Background: an optimization exercise with open tools, aiming at small area, a short achievable clock period and few clock cycles. Do not read the settings as production practice. RTL that was checked went through simulation tests only; none was proved equivalent to the original. No activity file was given, so power comes from the tool's default toggle rates.

==> job 7879 <==
==> flow/design.v <==
module wisc_cache (
   input         clk,
   input         rst,
   input  [15:0] Addr,
   input  [15:0] DataIn,
   input         Rd,
   input         Wr,
   output [15:0] DataOut,
   output        Done,
   output        Stall,
   output        CacheHit,
   output        err,
   output [51:0] bank_addr,     
   output [63:0] bank_wdata,    
   output [3:0]  bank_we,       
   input  [63:0] bank_rdata     
);
   wire [15:0] M_addr, M_data_in, M_data_out;
   wire M_wr, M_rd, M_stall, M_err;
   wire [3:0] M_busy;
   mem_system #(1) cache0 (
      .DataOut(DataOut), .Done(Done), .Stall(Stall), .CacheHit(CacheHit), .err(err),
      .Addr(Addr), .DataIn(DataIn), .Rd(Rd), .Wr(Wr), .createdump(1'b0),
      .clk(clk), .rst(rst),
      .M_addr(M_addr), .M_data_in(M_data_in), .M_wr(M_wr), .M_rd(M_rd),
      .M_data_out(M_data_out), .M_stall(M_stall), .M_busy(M_busy), .err_mem(M_err));
   wisc_fbm mem (
      .clk(clk), .rst(rst), .addr(M_addr), .data_in(M_data_in), .wr(M_wr), .rd(M_rd),
      .data_out(M_data_out), .stall(M_stall), .busy(M_busy), .err(M_err),
      .bank_addr(bank_addr), .bank_wdata(bank_wdata), .bank_we(bank_we),
      .bank_rdata(bank_rdata));
endmodule
module wisc_fbm (
   input         clk,
   input         rst,
   input  [15:0] addr,
   input  [15:0] data_in,
   input         wr,
   input         rd,
   output [15:0] data_out,
   output        stall,
   output [3:0]  busy,
   output        err,
   output [51:0] bank_addr,
   output [63:0] bank_wdata,
   output [3:0]  bank_we,
   input  [63:0] bank_rdata
);
   wire [3:0] sel;
   assign sel[0] = (addr[2:1] == 2'd0);
   assign sel[1] = (addr[2:1] == 2'd1);
   assign sel[2] = (addr[2:1] == 2'd2);
   assign sel[3] = (addr[2:1] == 2'd3);
   wire [3:0] en = sel & ~busy & {4{wr | rd}};
   assign stall = (wr | rd) & ~rst & (|(sel & busy));
   wire [15:0] d0, d1, d2, d3;
   wire [3:0] berr;
   wisc_bank m0 (.clk(clk), .rst(rst), .data_in(data_in), .addr(addr[15:3]), .wr(wr), .rd(rd), .enable(en[0]),
                 .data_out(d0), .err(berr[0]), .st_addr(bank_addr[12:0]), .st_wdata(bank_wdata[15:0]),
                 .st_we(bank_we[0]), .st_rdata(bank_rdata[15:0]));
   wisc_bank m1 (.clk(clk), .rst(rst), .data_in(data_in), .addr(addr[15:3]), .wr(wr), .rd(rd), .enable(en[1]),
                 .data_out(d1), .err(berr[1]), .st_addr(bank_addr[25:13]), .st_wdata(bank_wdata[31:16]),
                 .st_we(bank_we[1]), .st_rdata(bank_rdata[31:16]));
   wisc_bank m2 (.clk(clk), .rst(rst), .data_in(data_in), .addr(addr[15:3]), .wr(wr), .rd(rd), .enable(en[2]),
                 .data_out(d2), .err(berr[2]), .st_addr(bank_addr[38:26]), .st_wdata(bank_wdata[47:32]),
                 .st_we(bank_we[2]), .st_rdata(bank_rdata[47:32]));
   wisc_bank m3 (.clk(clk), .rst(rst), .data_in(data_in), .addr(addr[15:3]), .wr(wr), .rd(rd), .enable(en[3]),
                 .data_out(d3), .err(berr[3]), .st_addr(bank_addr[51:39]), .st_wdata(bank_wdata[63:48]),
                 .st_we(bank_we[3]), .st_rdata(bank_rdata[63:48]));
   assign data_out = d0 | d1 | d2 | d3;
   assign err = (wr | rd) & ((|berr) | addr[0]);
   reg [3:0] bsy0, bsy1, bsy2;
   always @(posedge clk) begin
      bsy0 <= rst ? 4'd0 : en;
      bsy1 <= rst ? 4'd0 : bsy0;
      bsy2 <= rst ? 4'd0 : bsy1;
   end
   assign busy = bsy0 | bsy1 | bsy2;
endmodule
module wisc_bank (
   input         clk,
   input         rst,
   input  [15:0] data_in,
   input  [12:0] addr,
   input         wr,
   input         rd,
   input         enable,
   output [15:0] data_out,
   output        err,
   output [12:0] st_addr,
   output [15:0] st_wdata,
   output        st_we,
   input  [15:0] st_rdata
);
   wire rd0 = rd & ~wr & enable & ~rst;
   wire wr0 = ~rd & wr & enable & ~rst;
   reg rd1, wr1, rd2, wr2, rd3, wr3;
   reg [12:0] addr_1c;
   reg [15:0] data_in_1c, dout;
   always @(posedge clk) begin
      rd1 <= rst ? 1'b0 : rd0;
      wr1 <= rst ? 1'b0 : wr0;
      rd2 <= rst ? 1'b0 : rd1;
      wr2 <= rst ? 1'b0 : wr1;
      rd3 <= rst ? 1'b0 : rd2;
      wr3 <= rst ? 1'b0 : wr2;
      addr_1c <= rst ? 13'd0 : addr;
      data_in_1c <= rst ? 16'd0 : data_in;
      dout <= rst ? 16'd0 : (rd1 ? st_rdata : 16'd0);
   end
   wire busy = rd1 | rd2 | rd3 | wr1 | wr2 | wr3;
   assign err = ((rd0 | wr0) & busy) | (rd & wr & enable & ~rst);
   assign data_out = dout;
   assign st_addr = addr_1c;
   assign st_wdata = data_in_1c;
   assign st_we = wr1 & ~rst;
endmodule

module mem_system(
   output [15:0] DataOut,
   output        Done,
   output        Stall,
   output        CacheHit,
   output        err,
   input  [15:0] Addr,
   input  [15:0] DataIn,
   input         Rd,
   input         Wr,
   input         createdump,
   input         clk,
   input         rst,
   output [15:0] M_addr,
   output [15:0] M_data_in,
   output        M_wr,
   output        M_rd,
   input  [15:0] M_data_out,
   input         M_stall,
   input  [3:0]  M_busy,
   input         err_mem
   );
   parameter memtype = 0;
   reg rd1, rd2;      
   reg wait_q;        
   wire bank_free = ~M_busy[Addr[2:1]];
   assign M_rd = Rd & bank_free & ~rd1 & ~rd2;
   assign M_wr = Wr & bank_free;
   assign M_addr = Addr;
   assign M_data_in = DataIn;
   assign Done = rd2 | M_wr;
   assign DataOut = M_data_out;
   assign CacheHit = Done & ~wait_q;
   assign Stall = Rd | Wr;
   assign err = err_mem | Addr[0];
   always @(posedge clk) begin
      rd1 <= rst ? 1'b0 : M_rd;
      rd2 <= rst ? 1'b0 : rd1;
      wait_q <= rst ? 1'b0 : (Rd | Wr) & ~Done;
   end
endmodule
==> flow/run.sh <==
#!/bin/bash
# synth_recipe.tcl (not shown) runs the flow's synth.tcl, then flattens the netlist and writes it again
# the make line also repeats each setting of config.mk as NAME=value (left out here)
make -C /OpenROAD-flow-scripts/flow DESIGN_CONFIG=/design/flow/config.mk WORK_HOME=/design/flow/orfs CLKGATE_MAP_FILE= SYNTH_SCRIPT=/design/flow/synth_recipe.tcl finish
==> flow/config.mk <==
export PLATFORM = sky130hd
export DESIGN_NAME = wisc_cache
export DESIGN_NICKNAME = wisc_cache
export VERILOG_FILES = /design/flow/design.v
export SDC_FILE = /design/flow/constraint.sdc
export NUM_CORES = 4
export LEC_CHECK = 0
export CAP_MARGIN = 20
export CORE_MARGIN = 2
export CORE_UTILIZATION = 40
export PLACE_DENSITY = 0.6
export SLEW_MARGIN = 20
==> flow/constraint.sdc <==
create_clock -name core_clock -period 12.0 [get_ports {clk}]
set_input_delay 2.4000 -clock core_clock [delete_from_list [all_inputs] [get_ports {clk}]]
set_output_delay 2.4000 -clock core_clock [all_outputs]
set_load 0.01 [all_outputs]
==> inputs of job 6421, as changes to job 7879 <==
==> flow/design.v, changed modules only <==
module mem_system(
   output [15:0] DataOut,
   output        Done,
   output        Stall,
   output        CacheHit,
   output        err,
   input  [15:0] Addr,
   input  [15:0] DataIn,
   input         Rd,
   input         Wr,
   input         createdump,
   input         clk,
   input         rst,
   output [15:0] M_addr,
   output [15:0] M_data_in,
   output        M_wr,
   output        M_rd,
   input  [15:0] M_data_out,
   input         M_stall,
   input  [3:0]  M_busy,
   input         err_mem
   );
   parameter memtype = 0;
   reg [1:0] st;
   wire [3:0] sel = {Addr[2] & Addr[1], Addr[2] & ~Addr[1], ~Addr[2] & Addr[1], ~Addr[2] & ~Addr[1]};
   wire bank_free = |(sel & ~M_busy);
   wire can_send = ~(st[1] ^ st[0]);
   assign M_rd = Rd & bank_free & can_send;
   assign M_wr = Wr & bank_free;
   assign M_addr = Addr;
   assign M_data_in = DataIn;
   assign Done = (st == 2'b10) | M_wr;
   assign DataOut = M_data_out;
   assign CacheHit = M_wr & ~st[0];
   assign Stall = Rd | Wr;
   assign err = Addr[0] | (Rd & Wr);
   always @(posedge clk) begin
      if (rst)
         st <= 2'b00;
      else if (st == 2'b01)
         st <= 2'b10;
      else if (st == 2'b10)
         st <= 2'b00;
      else if (M_rd)
         st <= 2'b01;
      else if ((Rd | Wr) & ~Done)
         st <= 2'b11;
      else
         st <= 2'b00;
   end
endmodule
==> flow/flow/run.sh (new file) <==
#!/bin/bash
# The standard layout, with the port buffers made of buf_1 cells instead of
# the resizer's default choice (clkdlybuf4s50_1).
cp standard.sh standard_sh_copy.txt
export BUFFER_PORTS_ARGS="-buffer_cell sky130_fd_sc_hd__buf_1"
bash standard.sh > standard.log 2>&1
==> flow/standard.sh (new file) <==
#!/bin/bash
# synth_recipe.tcl (not shown) runs the flow's synth.tcl, then flattens the netlist and writes it again
# the make line also repeats each setting of config.mk as NAME=value (left out here)
make -C /OpenROAD-flow-scripts/flow DESIGN_CONFIG=/design/flow/config.mk WORK_HOME=/design/flow/orfs CLKGATE_MAP_FILE= SYNTH_SCRIPT=/design/flow/synth_recipe.tcl "${@:-finish}"
Settings changed: ABC_CLOCK_PERIOD_IN_PS set to 1000, CTS_BUF_LIST set to sky130_fd_sc_hd__clkbuf_8, CTS_CLUSTER_DIAMETER set to 60, CTS_CLUSTER_SIZE set to 30.
removed: flow/run.sh
==> inputs of job 248, as changes to job 7879 <==
==> flow/design.v, changed modules only <==
module mem_system(
   output [15:0] DataOut,
   output        Done,
   output        Stall,
   output        CacheHit,
   output        err,
   input  [15:0] Addr,
   input  [15:0] DataIn,
   input         Rd,
   input         Wr,
   input         createdump,
   input         clk,
   input         rst,
   output [15:0] M_addr,
   output [15:0] M_data_in,
   output        M_wr,
   output        M_rd,
   input  [15:0] M_data_out,
   input         M_stall,
   input  [3:0]  M_busy,
   input         err_mem
   );
   parameter memtype = 0;
   reg [1:0] st;
   wire bank_free = ~M_busy[Addr[2:1]];
   wire can_send = ~(st[1] ^ st[0]);
   assign M_rd = Rd & bank_free & can_send;
   assign M_wr = Wr & bank_free;
   assign M_addr = Addr;
   assign M_data_in = DataIn;
   assign Done = (st == 2'b10) | M_wr;
   assign DataOut = M_data_out;
   assign CacheHit = M_wr & ~st[0];
   assign Stall = Rd | Wr;
   assign err = Addr[0] | (Rd & Wr);
   always @(posedge clk) begin
      if (rst)
         st <= 2'b00;
      else if (st == 2'b01)
         st <= 2'b10;
      else if (st == 2'b10)
         st <= 2'b00;
      else if (M_rd)
         st <= 2'b01;
      else if ((Rd | Wr) & ~Done)
         st <= 2'b11;
      else
         st <= 2'b00;
   end
endmodule
==> flow/flow/run.sh (new file) <==
#!/bin/bash
# The standard layout with three changes:
#  - the port buffers are buf_1 cells instead of the resizer's default
#    choice (clkdlybuf4s50_1);
#  - timing repair aims for more setup slack than the standard flow;
#  - after the standard synthesis, each mux4 cell is rebuilt from NAND gates
#    (flow/eco.tcl), which is faster from its select inputs.
set -euo pipefail
export BUFFER_PORTS_ARGS="-buffer_cell sky130_fd_sc_hd__buf_1"
export SETUP_SLACK_MARGIN=6.4
bash standard.sh synth > synth.log 2>&1
R=$PWD/orfs/results/$FLOW_PLATFORM/wisc_cache/base
cat > eco_run.tcl <<EOT
read_db $R/1_synth.odb
source $PWD/flow/eco.tcl
write_db $R/1_synth.odb
EOT
openroad -no_init -exit eco_run.tcl > eco.log 2>&1
touch $R/1_synth.sdc
bash standard.sh > standard.log 2>&1
==> flow/flow/eco.tcl (new file) <==
# Replace each mux4 cell of the synthesized netlist with the same function
# built from NAND gates (two inverters, four nand3, one nand4), which is
# faster from the select inputs.
set db [ord::get_db]
set block [ord::get_db_block]
proc master {name} {
  set m [[ord::get_db] findMaster $name]
  if {$m eq "NULL" || $m eq ""} { error "no master $name" }
  return $m
}
proc pin_net {inst pin} { return [[$inst findITerm $pin] getNet] }
set n 0
foreach inst [$block getInsts] {
  set mname [[$inst getMaster] getName]
  if {![string match sky130_fd_sc_hd__mux4_* $mname]} { continue }
  set name [$inst getName]
  set a0 [pin_net $inst A0]; set a1 [pin_net $inst A1]
  set a2 [pin_net $inst A2]; set a3 [pin_net $inst A3]
  set s0 [pin_net $inst S0]; set s1 [pin_net $inst S1]
  set x  [pin_net $inst X]
  foreach it [$inst getITerms] { $it disconnect }
  odb::dbInst_destroy $inst
  set s0n [odb::dbNet_create $block ${name}_eco_s0n]
  set s1n [odb::dbNet_create $block ${name}_eco_s1n]
  set i0 [odb::dbInst_create $block [master sky130_fd_sc_hd__inv_1] ${name}_eco_i0]
  [$i0 findITerm A] connect $s0; [$i0 findITerm Y] connect $s0n
  set i1 [odb::dbInst_create $block [master sky130_fd_sc_hd__inv_1] ${name}_eco_i1]
  [$i1 findITerm A] connect $s1; [$i1 findITerm Y] connect $s1n
  set ts {}
  foreach {k sa sb d} [list 0 $s1n $s0n $a0 1 $s1n $s0 $a1 2 $s1 $s0n $a2 3 $s1 $s0 $a3] {
    set t [odb::dbNet_create $block ${name}_eco_t$k]
    set g [odb::dbInst_create $block [master sky130_fd_sc_hd__nand3_1] ${name}_eco_g$k]
    [$g findITerm A] connect $sa; [$g findITerm B] connect $sb; [$g findITerm C] connect $d
    [$g findITerm Y] connect $t
    lappend ts $t
  }
  set o [odb::dbInst_create $block [master sky130_fd_sc_hd__nand4_1] ${name}_eco_o]
  foreach p {A B C D} t $ts { [$o findITerm $p] connect $t }
  [$o findITerm Y] connect $x
  incr n
}
puts "ECO replaced $n mux4 cells"
==> flow/standard.sh (new file) <==
#!/bin/bash
# synth_recipe.tcl (not shown) runs the flow's synth.tcl, then flattens the netlist and writes it again
# the make line also repeats each setting of config.mk as NAME=value (left out here)
make -C /OpenROAD-flow-scripts/flow DESIGN_CONFIG=/design/flow/config.mk WORK_HOME=/design/flow/orfs CLKGATE_MAP_FILE= SYNTH_SCRIPT=/design/flow/synth_recipe.tcl "${@:-finish}"
Settings changed: ABC_CLOCK_PERIOD_IN_PS set to 1000, CORE_UTILIZATION 40 to 65, CTS_BUF_LIST set to sky130_fd_sc_hd__clkbuf_4, PLACE_DENSITY 0.6 to 0.75.
removed: flow/run.sh
==> qor summary <==
Site Rows: job 6421 36; job 248 28; job 7879 38
Status: job 6421 finished clean; job 248 finished clean; job 7879 finished clean
Crit path buf inv count: job 6421 2; job 248 3; job 7879 2
Final Non-Filler Cells: job 6421 692; job 248 638; job 7879 738
Final setup slack of the worst path: job 6421 6.02 ns; job 248 6.45 ns; job 7879 4.87 ns
Number of multi-input combinational cells in the layout: job 6421 164; job 248 169; job 7879 189
Routed length on met1: job 6421 3.41 mm; job 248 3.06 mm; job 7879 4.21 mm
Layout cells sized above 1: job 6421 7.51%; job 248 7.64%; job 7879 6.53%
Data arrival time of the worst path: job 6421 3.58 ns; job 248 3.15 ns; job 7879 4.73 ns
Simple-gate share of the synthesized area: job 6421 23.3%; job 248 -; job 7879 23.8%
Power Combinational: job 6421 62.2 uW; job 248 66.0 uW; job 7879 107 uW
Total Die Area: job 6421 0.0110 mm2; job 248 0.00693 mm2; job 7879 0.0122 mm2
Proportion of total power due to net switching: job 6421 25.1%; job 248 23.7%; job 7879 19.9%
Placer Congestion: job 6421 0.781; job 248 0.743; job 7879 0.835
Synth Cell Area: job 6421 0.00407 mm2; job 248 0.00408 mm2; job 7879 0.00454 mm2
Final #Nets: job 6421 648; job 248 652; job 7879 684
Final critical path time including I/O delays and setup: job 6421 5.98 ns; job 248 5.55 ns; job 7879 7.13 ns
Number of instances in the synthesized netlist: job 6421 384; job 248 391; job 7879 422
Met3 layer usage reported by global route: job 6421 5.24%; job 248 7.95%; job 7879 7.35%
Testbench counts of job 248, summed over its fixed seeds: cycles 54,679.
Only the layout flow was run in job 7879 and job 6421; the RTL was not checked for function there.

[static timing again, ports no longer ideal]
In the flow no input, the clock included, has a driving cell. The finished layouts below were timed again as built, in two steps. Step 1 sets driving cells, clkbuf_16 on the clock port and buf_2 on the other inputs (assumed; they add their load-dependent delay and slew). Step 2 moves the port delays by t, midway between the first and last clock arrival at a register: inputs arrive t later, outputs are due t later. That takes back most of the time a late clock gives input paths. Three values: ideal, step 1, step 2; two values: the first two.
run	t, ns	slack for setup (ns)	latest minus earliest clock arrival (ns)	worst data-port slew with drivers (ns)	cell pins on the clock port's net
job 7879	0.423	4.868 / 4.846 / 4.846	0.011 / 0.011	0.08	1
job 6421	0.432	6.019 / 5.992 / 5.992	0.011 / 0.012	0.06	1
job 248	0.493	6.451 / 6.409 / 6.409	0.015 / 0.015	0.06	1
After both steps every run listed still meets setup and hold. For job 248, which loses most, drivers alone change the setup slack by -0.042 ns; drivers and shift together by -0.042 ns.
